This is an optimization exercise on Yosys and OpenROAD, whose aim is small area, not a production implementation.
The RTL was checked by simulation tests, not by an equivalence proof against the original design.
Power is estimated from default activity; no workload was simulated.

### config.mk
export PLATFORM = sky130hd
export DESIGN_NAME = cic3_echip65_2x12Row
export DESIGN_NICKNAME = cic3_echip65_2x12Row
export VERILOG_FILES = /design/flow/design.v
export SDC_FILE = /design/flow/constraint.sdc
export NUM_CORES = 8
export LEC_CHECK = 0
export CAP_MARGIN = 20
export CORE_MARGIN = 2
export CORE_UTILIZATION = 65
export SLEW_MARGIN = 20
### constraint.sdc
create_clock -name core_clock -period 10.0 [get_ports {clk}]
set_input_delay 2.0000 -clock core_clock [delete_from_list [all_inputs] [get_ports {clk}]]
set_output_delay 2.0000 -clock core_clock [all_outputs]
set_load 0.01 [all_outputs]
### design.v
module cic3_clkdiv
    (output logic [14:0] z1,       
     output logic [15:0] z2,
     output logic [16:0] z12,
     output logic [15:0] y1,       
     output logic [15:0] y2,
     output logic [16:0] y12,
     output logic [14:0] x1,       
     output logic [14:0] x2,
     output logic [15:0] x12,
     output logic        nexta,    
     output logic        bnd,      
     output logic        nbnd,
     output logic        keep,     
     output logic        nkeep,
     output logic        lda,      
     output logic        nlda,
     output logic        ldb,      
     output logic        nldb,
     output logic        out_ld,   
     output logic        nout_ld,
     output logic        xfer,     
     output logic        nxfer,
     input  logic        clk,
     input  logic        reset_n);
logic [7:0] c;       
logic [1:0] pc;      
logic       st;      
function automatic logic [16:0] radd17(input logic [16:0] a, input logic [16:0] b);
    logic k;
    k = 1'b0;
    for (int i = 0; i < 17; i++) begin
        radd17[i] = a[i] ^ b[i] ^ k;
        k = (a[i] & b[i]) | (k & (a[i] ^ b[i]));
    end
endfunction
logic [7:0]  cn;     
logic [1:0]  pcn;
logic [7:0]  bn;     
logic [16:0] tz1, tz2, tz12, ty1, ty2, ty12, tx1, tx2, tx12;
logic [16:0] nz1, nz2, nz12, ny1, ny2, ny12, nx1, nx2, nx12;
always_comb begin
    cn  = c + 8'd1;
    pcn = ((c == 8'd255) && (pc != 2'd3)) ? pc + 2'd1 : pc;
    bn  = {cn[7:1], 1'b0} + 8'd128;
    tz1  = {9'd0, bn} - 17'd1;
    tz2  = {8'd0, bn, 1'b0} - 17'd1;
    tz12 = tz1 + tz2;
    ty1  = 17'd258 - {8'd0, bn, 1'b0};
    ty2  = 17'd514 - {7'd0, bn, 2'b0};
    ty12 = ty1 + ty2;
    tx1  = {9'd0, bn} - 17'd257;
    tx2  = {8'd0, bn, 1'b0} - 17'd513;
    tx12 = tx1 + tx2;
    nz1  = radd17({1'b0, z2}, tz1);
    nz2  = radd17({1'b0, z2}, tz2);
    nz12 = radd17({z2, 1'b0}, tz12);
    ny1  = radd17({1'b0, y2}, ty1);
    ny2  = radd17({1'b0, y2}, ty2);
    ny12 = radd17({y2, 1'b0}, ty12);
    nx1  = radd17({2'b0, x2}, tx1);
    nx2  = radd17({2'b0, x2}, tx2);
    nx12 = radd17({1'b0, x2, 1'b0}, tx12);
end
always_ff @(posedge clk or negedge reset_n) begin
    if (!reset_n) begin
        c       <= 8'd0;
        pc      <= 2'd0;
        st      <= 1'b0;
        nexta   <= 1'b0;
        bnd     <= 1'b0;
        nbnd    <= 1'b1;
        keep    <= 1'b0;
        nkeep   <= 1'b1;
        lda     <= 1'b0;
        nlda    <= 1'b1;
        ldb     <= 1'b0;
        nldb    <= 1'b1;
        out_ld  <= 1'b0;
        nout_ld <= 1'b1;
        xfer    <= 1'b0;
        nxfer   <= 1'b1;
    end else begin
        c       <= cn;
        pc      <= pcn;
        st      <= 1'b1;
        nexta   <= cn[0];                     
        bnd     <= (cn == 8'd128) | (cn == 8'd129);
        nbnd    <= ~((cn == 8'd128) | (cn == 8'd129));
        keep    <= st & ~((cn == 8'd128) | (cn == 8'd129));
        nkeep   <= ~(st & ~((cn == 8'd128) | (cn == 8'd129)));
        lda     <= (cn == 8'd128);
        nlda    <= (cn != 8'd128);
        ldb     <= (cn == 8'd129);
        nldb    <= (cn != 8'd129);
        out_ld  <= (cn == 8'd0) & (pcn == 2'd3);
        nout_ld <= ~((cn == 8'd0) & (pcn == 2'd3));
        xfer    <= (cn >= 8'd1) & (cn <= 8'd25);
        nxfer   <= ~((cn >= 8'd1) & (cn <= 8'd25));
    end
end
always_ff @(posedge clk) begin
    if (!cn[0]) begin                         
        if (bn == 8'd0) begin                 
            z1 <= 15'd32640;  z2 <= 16'd32896;  z12 <= 17'd65536;    
            y1 <= 16'd32896;  y2 <= 16'd32640;  y12 <= 17'd65536;    
            x1 <= 15'd0;      x2 <= 15'd0;      x12 <= 16'd0;
        end else if (bn == 8'd2) begin
            z1 <= 15'd1;      z2 <= 16'd3;      z12 <= 17'd4;        
            y1 <= 16'd33150;  y2 <= 16'd33402;  y12 <= 17'd66552;    
            x1 <= 15'd32385;  x2 <= 15'd32131;  x12 <= 16'd64516;    
        end else if (bn == 8'd130) begin
            z1 <= 15'd8385;   z2 <= 16'd8515;   z12 <= 17'd16900;    
            y1 <= 16'd49150;  y2 <= 16'd49146;  y12 <= 17'd98296;    
            x1 <= 15'd8001;   x2 <= 15'd7875;   x12 <= 16'd15876;    
        end else begin
            z1 <= nz1[14:0];  z2 <= nz2[15:0];  z12 <= nz12;
            y1 <= ny1[15:0];  y2 <= ny2[15:0];  y12 <= ny12;
            x1 <= nx1[14:0];  x2 <= nx2[14:0];  x12 <= nx12[15:0];
        end
    end
end
endmodule
module cic3_echip65_noclk
    (output logic [24:0] outa,
     output logic [24:0] outb,
     input  logic        ina,
     input  logic        inb,
     input  logic        clk,
     input  logic        reset_n,
     input  logic [14:0] z1,
     input  logic [15:0] z2,
     input  logic [16:0] z12,
     input  logic [15:0] y1,
     input  logic [15:0] y2,
     input  logic [16:0] y12,
     input  logic [14:0] x1,
     input  logic [14:0] x2,
     input  logic [15:0] x12,
     input  logic        nexta,
     input  logic        bnd,
     input  logic        nbnd,
     input  logic        keep,
     input  logic        nkeep,
     input  logic        lda,
     input  logic        nlda,
     input  logic        ldb,
     input  logic        nldb,
     input  logic        out_ld,
     input  logic        nout_ld,
     input  logic        xfer,
     input  logic        nxfer);
localparam int ROTA = 14;
localparam int ROTB = 13;
localparam logic [24:0] INVA = 25'b1011010101010101010101010 ^ 25'h1ffff;
localparam logic [24:0] INVB = 25'b1001010101010101010101010 ^ 25'h1ffff;
function automatic logic [17:0] nadd17(input logic [16:0] na, input logic [16:0] nb);
    logic nk;
    nk = 1'b1;
    for (int i = 0; i < 17; i++) begin
        nadd17[i] = na[i] ^ nb[i] ^ nk;
        nk = (na[i] & nb[i]) | (nk & (na[i] ^ nb[i]));
    end
    nadd17[17] = nk;
endfunction
function automatic logic [7:0] rinc8(input logic [7:0] a, input logic ci);
    logic k;
    k = ci;
    for (int i = 0; i < 8; i++) begin
        rinc8[i] = a[i] ^ k;
        k = a[i] & k;
    end
endfunction
logic       xa, xb, xb2;         
logic [2:0] sel;                 
logic [22:0] z_r1, z_r2;         
logic [24:0] y_r1, y_r2;         
logic [25:0] x_r1, x_r2;         
logic [24:0] w3a, w2a, w1a, w3b, w2b, w1b;
logic [16:0] nopz, nopy, nopx;     
logic [17:0] lz, ly, lx;
logic [7:0]  hz, hy, hx;
logic [22:0] z_nx;
logic [24:0] y_nx;
logic [25:0] x_nx;
logic [24:0] xdone;              
logic [24:0] w1a_rot, w1b_rot;
logic        f, s;
always_comb begin
    f = nexta ? xa : xb2;
    s = nexta ? ina : xb;
    nopz = ~(({17{sel[0]}} & {2'd0, z1}) | ({17{sel[1]}} & {1'b0, z2}) | ({17{sel[2]}} & z12));
    nopy = ~(({17{sel[0]}} & {1'b0, y1}) | ({17{sel[1]}} & {1'b0, y2}) | ({17{sel[2]}} & y12));
    nopx = ~(({17{sel[0]}} & {2'd0, x1}) | ({17{sel[1]}} & {2'd0, x2}) | ({17{sel[2]}} & {1'b0, x12}));
    lz = nadd17(z_r2[16:0], nopz);
    ly = nadd17(y_r2[16:0], nopy);
    lx = nadd17(x_r2[16:0], nopx);
    hz = rinc8({3'd0, z_r2[22:18]}, ~z_r2[17]);
    hy = rinc8({1'b0, y_r2[24:18]}, ~y_r2[17]);
    hx = rinc8(x_r2[25:18], ~x_r2[17]);
    z_nx = {hz[4:0], lz};
    y_nx = {hy[6:0], ly};
    x_nx = {hx, lx};
    xdone = {hx, x_r2[16:0]};
    for (int i = 0; i < 25; i++) begin
        w1a_rot[i] = w1a[(i + ROTA) % 25];
        w1b_rot[i] = w1b[(i + ROTB) % 25];
    end
end
always_ff @(posedge clk) begin
    xa  <= ina;
    xb  <= inb;
    xb2 <= xb;
    sel <= {f & s, ~f & s, f & ~s};
    z_r1[17:0]  <= {18{nkeep}} | z_nx[17:0];
    z_r1[22:18] <= {5{keep}} & z_nx[22:18];
    y_r1[17:0]  <= ({18{nbnd}} | z_nx[17:0]) & ({18{nkeep}} | y_nx[17:0]);
    y_r1[24:18] <= ({7{bnd}} & {2'd0, z_nx[22:18]}) | ({7{keep}} & y_nx[24:18]);
    x_r1[17:0]  <= ({18{nbnd}} | y_nx[17:0]) & ({18{nkeep}} | x_nx[17:0]);
    x_r1[25:18] <= ({8{bnd}} & {1'b0, y_nx[24:18]}) | ({8{keep}} & x_nx[25:18]);
    z_r2 <= z_r1;
    y_r2 <= y_r1;
    x_r2 <= x_r1;
    w3a <= ~(({25{lda}} & xdone) | ({25{nlda}} & {w3a[23:0], w3a[24]}));
    w3b <= ~(({25{ldb}} & xdone) | ({25{nldb}} & {w3b[23:0], w3b[24]}));
    w2a <= {w2a[23:0], (xfer & w3a[24]) | (nxfer & w2a[24])};
    w1a <= {w1a[23:0], (xfer & w2a[24]) | (nxfer & w1a[24])};
    w2b <= {w2b[23:0], (xfer & w3b[24]) | (nxfer & w2b[24])};
    w1b <= {w1b[23:0], (xfer & w2b[24]) | (nxfer & w1b[24])};
end
always_ff @(posedge clk or negedge reset_n) begin
    if (!reset_n) begin
        outa <= 25'd0;
        outb <= 25'd0;
    end else begin
        outa <= ({25{out_ld}} & (w1a_rot ^ INVA)) | ({25{nout_ld}} & outa);
        outb <= ({25{out_ld}} & (w1b_rot ^ INVB)) | ({25{nout_ld}} & outb);
    end
end
endmodule
module cic3_echip65_2x12Row
(
output logic [(25-1):0] out0,
output logic [(25-1):0] out1,
output logic [(25-1):0] out2,
output logic [(25-1):0] out3,
output logic [(25-1):0] out4,
output logic [(25-1):0] out5,
output logic [(25-1):0] out6,
output logic [(25-1):0] out7,
output logic [(25-1):0] out8,
output logic [(25-1):0] out9,
output logic [(25-1):0] out10,
output logic [(25-1):0] out11,
output logic [(25-1):0] out12,
output logic [(25-1):0] out13,
output logic [(25-1):0] out14,
output logic [(25-1):0] out15,
output logic [(25-1):0] out16,
output logic [(25-1):0] out17,
output logic [(25-1):0] out18,
output logic [(25-1):0] out19,
output logic [(25-1):0] out20,
output logic [(25-1):0] out21,
output logic [(25-1):0] out22,
output logic [(25-1):0] out23,
input logic [(24-1):0] in,
input logic clk,
input logic reset_n
);
logic [14:0] z1, x1, x2;
logic [15:0] z2, y1, y2, x12;
logic [16:0] z12, y12;
logic nexta, bnd, nbnd, keep, nkeep, lda, nlda, ldb, nldb, out_ld, nout_ld, xfer, nxfer;
logic [24:0] outs [24];
cic3_clkdiv ctrl (
    .z1(z1), .z2(z2), .z12(z12), .y1(y1), .y2(y2), .y12(y12),
    .x1(x1), .x2(x2), .x12(x12), .nexta(nexta), .bnd(bnd), .nbnd(nbnd), .keep(keep), .nkeep(nkeep),
    .lda(lda), .nlda(nlda), .ldb(ldb), .nldb(nldb), .out_ld(out_ld),
    .nout_ld(nout_ld), .xfer(xfer), .nxfer(nxfer), .clk(clk), .reset_n(reset_n));
genvar k;
generate
    for (k = 0; k < 12; k++) begin : PAIRS
        cic3_echip65_noclk pair (
            .outa(outs[2*k]), .outb(outs[2*k+1]), .ina(in[2*k]), .inb(in[2*k+1]),
            .clk(clk), .reset_n(reset_n),
            .z1(z1), .z2(z2), .z12(z12), .y1(y1), .y2(y2), .y12(y12),
            .x1(x1), .x2(x2), .x12(x12), .nexta(nexta), .bnd(bnd), .nbnd(nbnd), .keep(keep), .nkeep(nkeep),
            .lda(lda), .nlda(nlda), .ldb(ldb), .nldb(nldb), .out_ld(out_ld),
            .nout_ld(nout_ld), .xfer(xfer), .nxfer(nxfer));
    end
endgenerate
assign out0  = outs[0];
assign out1  = outs[1];
assign out2  = outs[2];
assign out3  = outs[3];
assign out4  = outs[4];
assign out5  = outs[5];
assign out6  = outs[6];
assign out7  = outs[7];
assign out8  = outs[8];
assign out9  = outs[9];
assign out10 = outs[10];
assign out11 = outs[11];
assign out12 = outs[12];
assign out13 = outs[13];
assign out14 = outs[14];
assign out15 = outs[15];
assign out16 = outs[16];
assign out17 = outs[17];
assign out18 = outs[18];
assign out19 = outs[19];
assign out20 = outs[20];
assign out21 = outs[21];
assign out22 = outs[22];
assign out23 = outs[23];
endmodule
### flow/run.sh
#!/bin/bash
# Own layout flow: the standard ORFS flow (standard.sh) with two changes:
#  - the port buffers that buffer_ports inserts are sky130_fd_sc_hd__buf_1
#  - CTS clusters up to 30 sinks within 70 um and inserts no dummy loads
# Every tool's output goes to the ORFS logs under orfs/logs; make's own output
# goes to flow_make.log in this folder.
set -euo pipefail
export BUFFER_PORTS_ARGS="-buffer_cell sky130_fd_sc_hd__buf_1"
export CTS_ARGS="-sink_clustering_enable -repair_clock_nets -sink_clustering_size 30 -sink_clustering_max_diameter 70 -dont_use_dummy_load"
bash standard.sh finish > flow_make.log 2>&1
### standard.sh
#!/bin/bash
# synth_recipe.tcl (not shown) runs the flow's synth.tcl, then flattens the netlist and writes it again
# the make line also repeats each setting of config.mk as NAME=value (left out here)
make -C /OpenROAD-flow-scripts/flow DESIGN_CONFIG=/design/flow/config.mk WORK_HOME=/design/flow/orfs CLKGATE_MAP_FILE= SYNTH_SCRIPT=/design/flow/synth_recipe.tcl "${@:-finish}"
==> impl_metrics.py, run 1 <==
metrics = {
    "timing": {
        "finClkSkew_ns": 0.0846,
        "fin_setup_tns_ns": 0,
        "setup_viol": 0,
        "slew_headroom": 0.0829,
        "hold_viol_final": 0,
        "period_share": 0.862,
        "layout_min_cycle_time_ns": 8.62,
        "slew_viol_final": 0,
        "rsz0062_at_grt": "no",
        "max_freq_mhz": 116,
        "tightest_slew_ns": 1.38,
    },
    "clock_network": {
        "htreeDepth": 4,
        "cts_tree": "yes",
        "post_cts_buffers": 0,
        "max-clock-path-buffers": 3,
        "worstSkewPairLatency_ns": 0.87,
        "cts_sinks": 4405,
        "cts-resized-gates": 0,
        "hold_buffers": 0,
        "cts_inserted_buffers": 182,
        "cts.clk_slew.worst_paths_ns": 0.11,
        "root_buffer": "clkbuf_16",
    },
    "synth": {
        "synth_cell_types": 61,
        "synth_top_area_share": 0.524,
        "ys_seq_area_frac": 0.665,
        "synth.area.top_cells": "dfxtp_1 (52%), dfrtp_1 (11%), fa_1 (9.4%)",
        "synth_warnings": 4,
        "syn-num-nets": 11200,
        "synth.largest_area_cell": "dfxtp_1",
        "synth_cells": 10200,
        "avgSynthCellArea_um2": 13.6,
        "synthArstFlopShare": 0.141,
        "ys_ff_latch": 4405,
        "synth_ff_type": "dfxtp_1",
        "synth_edf_count": 134,
        "netlist_area_um2": 139000,
    },
    "power": {
        "clkPwrFrac": 0.280,
        "p_int_mw": 23.0,
        "p_switching_mw": 6.77,
        "swShare": 0.227,
        "power_density_nw_per_um2": 200,
        "leakage_nw": 64.6,
        "power.total_mw": 29.7,
        "sequentialPowerShare": 0.643,
        "ir_worst_vdd_mv": 0.195,
        "p_comb_frac": 0.076,
    },
    "setup_path": {
        "crit_type": "flip-flop to flip-flop",
        "cp-start-kind": "flip-flop",
        "slowest_stage": "dfxtp_2",
        "r2r_cells": 23,
        "endpoint_kind": "flip-flop",
        "path_buf_inv": 3,
        "r2r_slack_ns": 1.38,
        "path_max_fanout": 44,
        "worstReg2RegStart": "PAIRS[5].pair.sel[1]",
        "path_cells": "nor2_1 > nor2_1 > ha_1 > fa_1 > fa_1 > inv_1 > fa_1 > fa_1 > fa_1 > fa_1 > fa_1 > fa_1 > fa_1 > fa_1 > fa_1 > fa_1 > fa_1 > inv_1 > fa_1 > inv_1 > fa_1 > fa_1 > or2_2",
        "cp_top_family": "adder cells",
        "cpPeakStageDelay_ns": 1.10,
        "worst_ep_arrival_time_ns": 9.37,
        "cp_common_cell": "fa_1",
        "required_ns": 10.75,
        "rr_endpoint": "PAIRS[5].pair.z_r1[16]",
    },
    "final_layout": {
        "ff_latch_area_um2": 92700,
        "layout_commonest_cell": "dfxtp_1",
        "nets": 11400,
        "area_growth_pct": 6.47,
        "multiInputGateArea_um2": 41900,
        "drive_above_1_share": 0.0561,
        "fin_util": 0.698,
        "final_cell_mix": "dfxtp_1 (3620), fa_1 (655), a22oi_1 (648)",
        "fillers": 15000,
    },
    "floorplan": {
        "dieArea_um2": 218000,
        "row_count": 169,
        "die_x_um": 467,
        "io_pins": 626,
        "start_util": 0.656,
        "coreArea_um2": 213000,
        "die_h_um": 467,
    },
    "worst_hold_path": {
        "hp-start": "PAIRS[7].pair.z_r1[1]",
        "holdPathStages": 0,
        "holdCritPathClass": "flip-flop to flip-flop",
        "holdPathEnd": "PAIRS[7].pair.z_r2[1]",
    },
    "detailed_routing": {
        "drtPass1Iterations": 19,
        "drc": 0,
        "final_antenna_net_count": 0,
        "drtIter0Drc": 12800,
        "vias_per_cell": 6.26,
        "vias": 82900,
        "detail_route.wl_per_cell_um": 28.0,
        "routed_wl_um": 371000,
    },
    "grt": {
        "antenna_found_initial": 18,
        "grt_max_degree": 192,
        "grt_pass1_vias": 82300,
        "grt_use_total": 0.339,
        "grt_pass1_wl_um": 551000,
        "overflow": 0,
    },
    "status": {
        "outcome": "no timing/DRC/antenna violations",
    },
    "placement": {
        "dp_hpwl_um": 243000,
        "routabilityCongestion": 0.947,
        "port_buffers": 625,
    },
    "job": {
        "cap_violations": 0,
    },
}
through the flow:
stage | instance area, µm² | std cells | hold slack (ns) | worst slack, ns
6_report | 148000 | 13200 | 0.262 | 1.38
5_1_grt | 148000 | 13200 | 0.252 | 1.04
4_1_cts | 148000 | 13200 | 0.247 | 1.44
3_5_place_dp | 144000 | 13000 | 0.312 | 1.44
3_3_place_gp | 144000 | 13000 | 0.309 | 1.52
2_1_floorplan | 139000 | 10200 | 0.310 | 0.720
logic make-up after synthesis:
kind of cell    Yosys count  share of synthesized area
mux                       2                   0.000153
simple gates           1027                     0.0344
compound gates         2489                      0.141
buf+inv                1275                     0.0345
fa+ha+maj               949                      0.121
xor+xnor                 76                    0.00488
flops                  4405                      0.665
other cells               1                  0.0000269
metal layers:
layer  track usage  wire length (µm)
met1         0.469            149000
met2         0.483            157000
met3         0.109             43000
met4         0.169             22300
met5       0.00110                51
synthesized netlist by cell type, drive strengths merged (15+ instances only):
master,instances
or2,169
a222oi,504
xor2,51
dfxtp,3648
nand3,20
a22o,469
nor2b,32
o22ai,15
o22a,289
xnor2,25
fa,655
o21ai,357
edfxtp,134
inv,485
and2,99
dfrtp,617
a22oi,648
clkbuf,731
buf,57
nand2,447
nor2,226
a21oi,166
ha,294
worst reg2reg max path, delay by kind of cell (launching register included):
kind | cells | cell delay (ns)
and+or+nand+nor | 3 | 0.68
adders and majority gates | 17 | 6.54
DFF | 1 | 1.10
buffers and inverters | 3 | 0.21
how the worst max path moves through the flow:
stage                               startpoint                endpoint  slack [ns]  cells after the start
after floorplan                      ctrl.c[0]            ctrl.z12[16]        0.72                     27
after global placement    PAIRS[3].pair.sel[1]  PAIRS[3].pair.z_r1[16]        1.52                     23
after detailed placement  PAIRS[3].pair.sel[0]  PAIRS[3].pair.z_r1[16]        1.44                     23
after CTS                 PAIRS[5].pair.sel[1]  PAIRS[5].pair.z_r1[16]        1.44                     23
after global routing      PAIRS[3].pair.sel[1]  PAIRS[3].pair.z_r1[16]        1.04                     23
final                     PAIRS[5].pair.sel[1]  PAIRS[5].pair.z_r1[16]        1.38                     23
power by group through the flow:
stage,clock network (mW),logic [mW],registers [mW]
6_report,8.33,2.27,19.1
5_1_grt,9.06,2.52,19.3
4_1_cts,8.45,2.23,19.1
3_5_place_dp,0,2.20,19.5
3_3_place_gp,0,2.16,19.5
2_1_floorplan,0,1.55,19.4
area by class of cell:
class                   count  share of cell area
flip-flops and latches   4405               0.625
multi-input cells        4544               0.282
clock buffers             182              0.0307
repair buffers            792              0.0255
well taps                2821              0.0238
inverters                 487              0.0124
diodes                     10            0.000169
registers in the layout, indices dropped and copies added (netlist names), 16 cells and up:
| signal | flops |
|---|---|
| PAIRS.pair.x_r1 | 312 |
| PAIRS.pair.x_r2 | 312 |
| PAIRS.pair.outa | 300 |
| PAIRS.pair.outb | 300 |
| PAIRS.pair.w1a | 300 |
| PAIRS.pair.w1b | 300 |
| PAIRS.pair.w2a | 300 |
| PAIRS.pair.w2b | 300 |
| PAIRS.pair.w3a | 300 |
| PAIRS.pair.w3b | 300 |
| PAIRS.pair.y_r1 | 300 |
| PAIRS.pair.y_r2 | 300 |
| PAIRS.pair.z_r1 | 276 |
| PAIRS.pair.z_r2 | 276 |
| PAIRS.pair.sel | 36 |
| ctrl.z12 | 16 |
==> run 2: changes to the inputs <==
==> run.sh (new file) <==
#!/bin/bash
# synth_recipe.tcl (not shown) runs the flow's synth.tcl, then flattens the netlist and writes it again
# the make line also repeats each setting of config.mk as NAME=value (left out here)
make -C /OpenROAD-flow-scripts/flow DESIGN_CONFIG=/design/flow/config.mk WORK_HOME=/design/flow/orfs CLKGATE_MAP_FILE= SYNTH_SCRIPT=/design/flow/synth_recipe.tcl finish
--- a/config.mk
+++ b/config.mk
@@ -8,4 +8,6 @@
 export CAP_MARGIN = 20
 export CORE_MARGIN = 2
 export CORE_UTILIZATION = 65
+export CTS_CLUSTER_DIAMETER = 60
+export CTS_CLUSTER_SIZE = 28
 export SLEW_MARGIN = 20
removed: flow/run.sh
removed: standard.sh
==> impl_metrics.py, run 2 <==
metrics = {
    "placement": {
        "port_buffers": 625,
        "dp_cells": 13100,
        "post_dp_cell_area_um2": 148000,
        "dp_hpwl_um": 254000,
        "routabilityCongestion": 0.988,
    },
    "final_layout": {
        "final_area_um2": 155000,
        "ff_latch_area_um2": 92700,
        "layout_commonest_cell": "dfxtp_1",
        "multiInputGateArea_um2": 41900,
        "final_cell_mix": "dfxtp_1 (3623), fa_1 (655), a22oi_1 (648)",
        "fin_util": 0.730,
        "fin_cells": 13500,
        "drive_above_1_share": 0.0735,
        "fillers": 14200,
        "reg_top3": "PAIRS.pair.x_r1 (312), PAIRS.pair.x_r2 (312)",
        "nets": 11500,
        "area_growth_pct": 11.4,
    },
    "setup_path": {
        "cp_common_cell": "fa_1",
        "path_cells": "nor2_1 > nor2_1 > ha_1 > fa_1 > fa_1 > inv_1 > fa_1 > fa_1 > fa_1 > fa_1 > fa_1 > fa_1 > fa_1 > fa_1 > fa_1 > fa_1 > fa_1 > inv_1 > fa_1 > inv_1 > fa_1 > fa_1 > or2_2",
        "cp_top_family": "adder cells",
        "cpPeakStageDelay_ns": 1.03,
        "worstReg2RegStart": "PAIRS[2].pair.sel[0]",
        "crit_type": "flip-flop to flip-flop",
        "cp.depth": 23,
        "r2r_cells": 23,
        "worst_ep_arrival_time_ns": 9.37,
        "cp-endpoint": "PAIRS[2].pair.z_r1[16]",
        "endpoint_kind": "flip-flop",
        "path_buf_inv": 3,
        "path_max_fanout": 43,
        "required_ns": 10.81,
        "setup.worst_path.start": "PAIRS[2].pair.sel[0]",
        "cp-start-kind": "flip-flop",
        "slowest_stage": "dfxtp_2",
        "r2r_slack_ns": 1.44,
        "rr_endpoint": "PAIRS[2].pair.z_r1[16]",
    },
    "synth": {
        "yosys-top-cells-count": "dfxtp_1 (3648), clkbuf_1 (731), fa_1 (655)",
        "ys_ff_latch": 4405,
        "synthArstFlopShare": 0.141,
        "synth_edf_count": 134,
        "synth_warnings": 4,
        "yosysMostFrequentCell": "dfxtp_1",
        "netlist_area_um2": 139000,
        "synth.area.top_cells": "dfxtp_1 (52%), dfrtp_1 (11%), fa_1 (9.4%)",
        "syn-num-nets": 11200,
        "synth.largest_area_cell": "dfxtp_1",
        "avgSynthCellArea_um2": 13.6,
        "synth_cell_types": 61,
        "synth_ff_type": "dfxtp_1",
        "synth_top_area_share": 0.524,
        "ys_seq_area_frac": 0.665,
        "synth_cells": 10200,
    },
    "worst_hold_path": {
        "holdCritPathClass": "flip-flop to flip-flop",
    },
    "grt": {
        "overflow": 0,
        "grt_pass1_wl_um": 565000,
        "grt_pass1_vias": 83600,
        "grt_max_degree": 218,
        "grt_use_total": 0.351,
        "antenna_found_initial": 12,
    },
    "clock_network": {
        "root_buffer": "clkbuf_16",
        "htreeDepth": 4,
        "cts_sinks": 4405,
        "cts_tree": "yes",
        "hold_buffers": 0,
        "max-clock-path-buffers": 3,
        "post_cts_buffers": 0,
        "worstSkewPairLatency_ns": 0.92,
        "cts_inserted_buffers": 206,
        "cts.clk_slew.worst_paths_ns": 0.10,
        "cts-resized-gates": 0,
    },
    "status": {
        "outcome": "no timing/DRC/antenna violations",
    },
    "timing": {
        "slew_headroom": 0.0898,
        "slew_viol_final": 0,
        "setup_viol": 0,
        "period_share": 0.856,
        "rsz0062_at_grt": "no",
        "finClkSkew_ns": 0.0521,
        "holdWs_ns": 0.291,
        "max_freq_mhz": 117,
        "fin_setup_tns_ns": 0,
        "tightest_slew_ns": 1.37,
        "layout_min_cycle_time_ns": 8.56,
        "hold_viol_final": 0,
    },
    "detailed_routing": {
        "drtIter0Drc": 13800,
        "detail_route.wl_per_cell_um": 28.5,
        "drc": 0,
        "routed_wl_um": 385000,
        "vias": 84500,
        "drtPass1Iterations": 20,
        "vias_per_cell": 6.27,
        "final_antenna_net_count": 0,
    },
    "power": {
        "sequentialPowerShare": 0.604,
        "p_switching_mw": 7.51,
        "leakage_nw": 67.4,
        "clkPwrFrac": 0.324,
        "ir_worst_vdd_mv": 0.230,
        "p_int_mw": 24.2,
        "p_comb_frac": 0.072,
        "power_density_nw_per_um2": 204,
        "swShare": 0.237,
    },
    "job": {
        "cap_violations": 0,
    },
    "floorplan": {
        "io_pins": 626,
        "die_h_um": 467,
        "start_util": 0.656,
        "dieArea_um2": 218000,
        "coreArea_um2": 213000,
        "row_count": 169,
        "die_x_um": 467,
    },
}
run 2: layout make-up:
type	instances	share of cell area
clock buffers	260	0.0364
repair buffers	839	0.0521
inverters	487	0.0119
diodes	10	0.000161
multi-input cells	4544	0.270
well taps	2821	0.0227
flip-flops and latches	4405	0.598
clock inverters	109	0.00921
run 2: layer usage:
layer | wire length [µm] | part of all wire | GRT usage | up-vias
met5 | 164 | 0.00043 | 0.00264 | -
met4 | 22700 | 0.059 | 0.173 | 14
met3 | 46600 | 0.12 | 0.118 | 1095
met2 | 162000 | 0.42 | 0.497 | 4755
met1 | 153000 | 0.40 | 0.485 | 42200
li1 | - | - | - | 36400
run 2: power by group through the flow:
stage | registers [mW] | logic [mW] | clock network, mW
global placement | 19.5 | 2.18 | 0
finish | 19.2 | 2.29 | 10.3
floorplan | 19.4 | 1.55 | 0
CTS | 19.2 | 2.25 | 10.4
detailed placement | 19.6 | 2.22 | 0
global route | 19.3 | 2.52 | 11.1
run 2: how the worst min path moves through the flow:
stage                           startpoint  cells after the start                      to
global placement     PAIRS[3].pair.y_r1[9]                      0   PAIRS[3].pair.y_r2[9]
finish               PAIRS[6].pair.x_r1[8]                      0   PAIRS[6].pair.x_r2[8]
global route         PAIRS[6].pair.x_r1[7]                      0   PAIRS[6].pair.x_r2[7]
CTS                  PAIRS[6].pair.x_r1[8]                      0   PAIRS[6].pair.x_r2[8]
floorplan             PAIRS[0].pair.w2a[9]                      0   PAIRS[0].pair.w2a[10]
detailed placement  PAIRS[11].pair.w2a[21]                      0  PAIRS[11].pair.w2a[22]
run 2: cell families (layout without fill, tap and decap cells):
family,after synthesis,count (layout),synth area share
DFF,4405,4405,0.665
muxes,2,2,0.000153
buffers and inverters,1275,1695,0.0345
AOI/OAI and AO/OA,2489,2489,0.141
xor gates and xnor gates,76,76,0.00488
other,1,11,0.0000269
and+or+nand+nor,1027,1027,0.0344
adders and majority gates,949,949,0.121
run 2: stage by stage:
stage	power (mW)	worst slack, ns
detailed placement	21.8	1.46
finish	31.7	1.44
global route	32.8	1.18
CTS	31.8	1.50
global placement	21.7	1.57
floorplan	20.9	0.720
run 2: worst register-to-register path: stages, from the launching register on:
cell and delay (ns):
dfxtp_2 1.03, nor2_1 0.24, nor2_1 0.15, ha_1 0.18, fa_1 0.22, fa_1 0.17
inv_1 0.05, fa_1 0.52, fa_1 0.50, fa_1 0.44, fa_1 0.43, fa_1 0.44
fa_1 0.43, fa_1 0.44, fa_1 0.44, fa_1 0.43, fa_1 0.43, fa_1 0.39
inv_1 0.10, fa_1 0.17, inv_1 0.05, fa_1 0.42, fa_1 0.49, or2_2 0.28

## re-timing with driven ports
The flow's constraints put no driver on any port. The routed layouts listed below were extracted and timed again, unchanged, in two steps.
Step 1: set_driving_cell puts a clkbuf_16 on clk and a buf_2 on each other input, an assumption about the parent block.
Step 2 also shifts input and output timing later by t, the mid clock arrival at the registers, as if the neighbouring blocks saw the same clock.
a / b / c = no drivers / after step 1 / after step 2; a / b = the first two.
run | t (ns) | setup WS [ns] | worst data-port slew with drivers (ns) | pins driven straight from the clock port
run 1 | 0.939 | 1.382 / 1.382 / 1.382 | 0.11 | 1
run 2 | 0.996 | 1.443 / 1.443 / 1.443 | 0.10 | 1
After both steps every run listed still meets setup and hold.
